What follows belongs to an exercise in optimizing a design on an open flow for small area and a short achievable clock period; a production flow would make more cautious choices.
Function was checked by simulation only, so behaviour that the tests miss may differ from the original.
Power and IR drop assume default switching activity.

main:
Design CPU, start of the top module:
module CPU(
   input wire        clk,
   input wire        rstn,
   input wire [31:0] operand_a,
   input wire [31:0] operand_b,
   input wire [2:0]  operation,
   input wire        logic_arithmetic,
   input wire        add_sub,
   output reg [31:0] alu_out
);
   wire is_add  = (operation == 3'd0) & ~add_sub;
   wire is_sub  = (operation == 3'd0) &  add_sub;
   wire is_sll  = (operation == 3'd1);
   wire is_slt  = (operation == 3'd2);
   wire is_sltu = (operation == 3'd3);
   wire is_xor  = (operation == 3'd4);
   wire is_sr   = (operation == 3'd5);
   wire is_sra  = is_sr & logic_arithmetic;
   wire is_and  = (operation == 3'd6);
   wire is_or   = (operation == 3'd7);
   wire big     = |operand_b[31:5];
   wire sub     = is_sub | is_slt | is_sltu;
   wire shift   = is_sll | is_sr;
   wire fill_in = is_sra & operand_a[31];
   reg  [31:0] a_rev;
   integer i;
   always @* for (i = 0; i < 32; i = i + 1) a_rev[i] = operand_a[31-i];
   wire [31:0] t0 = is_sll ? a_rev : operand_a;
   wire [31:0] t1 = operand_b[4] ? {{16{fill_in}}, t0[31:16]} : t0;
   wire [31:0] t2 = operand_b[3] ? {{8{fill_in}},  t1[31:8]}  : t1;
   wire [31:0] bx = operand_b ^ {32{sub}};
   reg [31:0] rp, rg;
   always @(posedge clk) begin
      rp <= shift ? t2 : (operand_a ^ bx);
      rg <= shift ? {29'd0, operand_b[2:0]} : (operand_a & bx);
   end
   reg cin, m_c, m_p, m_g, sel_r, sel_l, ones, fill, slt_s, slt_u;
   always @(posedge clk or negedge rstn) begin
      if (!rstn) begin
         {cin, m_c, m_p, m_g, sel_r, sel_l, ones, fill, slt_s, slt_u} <= 10'd0;
      end else begin
         cin   <= sub;
         m_c   <= is_add | is_sub;
         m_p   <= is_xor | is_or;
         m_g   <= is_and | is_or;
         sel_r <= is_sr & ~big;
         sel_l <= is_sll & ~big;
         ones  <= is_sra & big;
         fill  <= fill_in;
         slt_s <= is_slt;
         slt_u <= is_sltu;
      end
   end
   wire [31:0] alu_res;
   ALU u_ALU (
      .p(rp), .g(rg), .cin(cin), .m_c(m_c), .m_p(m_p), .m_g(m_g),
  ...
Settings: LEC_CHECK=0, CAP_MARGIN=20, CORE_MARGIN=2, CORE_UTILIZATION=40, SETUP_SLACK_MARGIN=3.0, SLEW_MARGIN=20; clock period 5.0 ns.
standard.sh (not shown) runs the stock make flow with config.mk's settings and CLKGATE_MAP_FILE= SYNTH_SCRIPT=/design/flow/synth_recipe.tcl, a recipe that flattens the netlist after the stock synthesis.
==> flow/flow/run.sh <==
#!/bin/bash
set -euo pipefail
W=$(pwd)
sed 's|log_cmd abc {\*}$abc_args|log_cmd abc -script '"$W"'/flow/speed.abc {*}[lrange $abc_args 2 end]|' \
  "$FLOW_HOME/scripts/synth.tcl" > "$W/synth_mod.tcl"
grep -q "flow/speed.abc" "$W/synth_mod.tcl"
sed "s|\$::env(SCRIPTS_DIR)/synth.tcl|$W/synth_mod.tcl|" synth_recipe.tcl > "$W/synth_top.tcl"
grep -q "synth_mod.tcl" "$W/synth_top.tcl"
bash standard.sh SYNTH_SCRIPT="$W/synth_top.tcl" ABC_CLOCK_PERIOD_IN_PS=1200 \
  BUFFER_PORTS_ARGS="-buffer_cell sky130_fd_sc_hd__buf_1" finish > "$W/flow_make.log" 2>&1
==> flow/flow/speed.abc <==
strash
dch -f
map {D}
topo
buffer -p
upsize {D}
dnsize {D}
stime -p
Looking at the reports, main completed the entire flow and the layout it produced met the timing, design-rule and antenna checks.
> inputs changed (main -> the feature branch)
==> flow/flow/speed.abc <==
strash
dch -f
map {D}
topo
stime -p
==> summary.txt <==
The estimated power of the feature branch ends up lower than the estimate for main.
Looking at post-route worst setup slack across main and the feature branch, the one that comes out lower is the feature branch.
main → the feature branch: layout clock buffer count has decreased; count of buffers added by post-CTS timing repair for setup has decreased; internal power contribution has decreased; chip width has decreased.
Critical path depth: the feature branch < main
Compared with main, the feature branch instantiates a smaller number of standard cells.
Changes observed in the feature branch relative to main: inverter count went down, sequential share of layout area neither gained nor lost much, layout overhead on the synthesized area now larger.

[afterwards: timing with drivers on the ports]
How much do the figures lean on ideal ports? The routed layouts below were timed once more, with nothing changed but the port constraints.
Step 1 (the two cells are an assumption about what drives the block):
set clk [get_ports {clk}]
set_driving_cell -lib_cell sky130_fd_sc_hd__clkbuf_16 $clk
set_driving_cell -lib_cell sky130_fd_sc_hd__buf_2 [delete_from_list [all_inputs] $clk]
Step 2 adds t to the input delays and takes it off the output delays; t is the mean of the earliest and latest rising clock arrival at the registers after step 1. Input paths then give back, and output paths get back, about the clock's delay inside the block.
Three values: no drivers, after step 1, after step 2; two values: the first two.
run	t, ns	setup WS [ns]	hold WS [ns]	worst register clock-pin slew, ns	worst data-port slew with drivers (ns)
main	0.411	2.881 / 2.863 / 2.452	0.606 / 0.606 / 0.606	0.08 / 0.08	0.06
the feature branch	0.406	2.865 / 2.845 / 2.438	0.552 / 0.552 / 0.552	0.08 / 0.08	0.08
After both steps setup and hold are still met in every run listed. The setup slack of main, which loses most, moves by -0.018 ns with the drivers and by -0.429 ns with both steps.
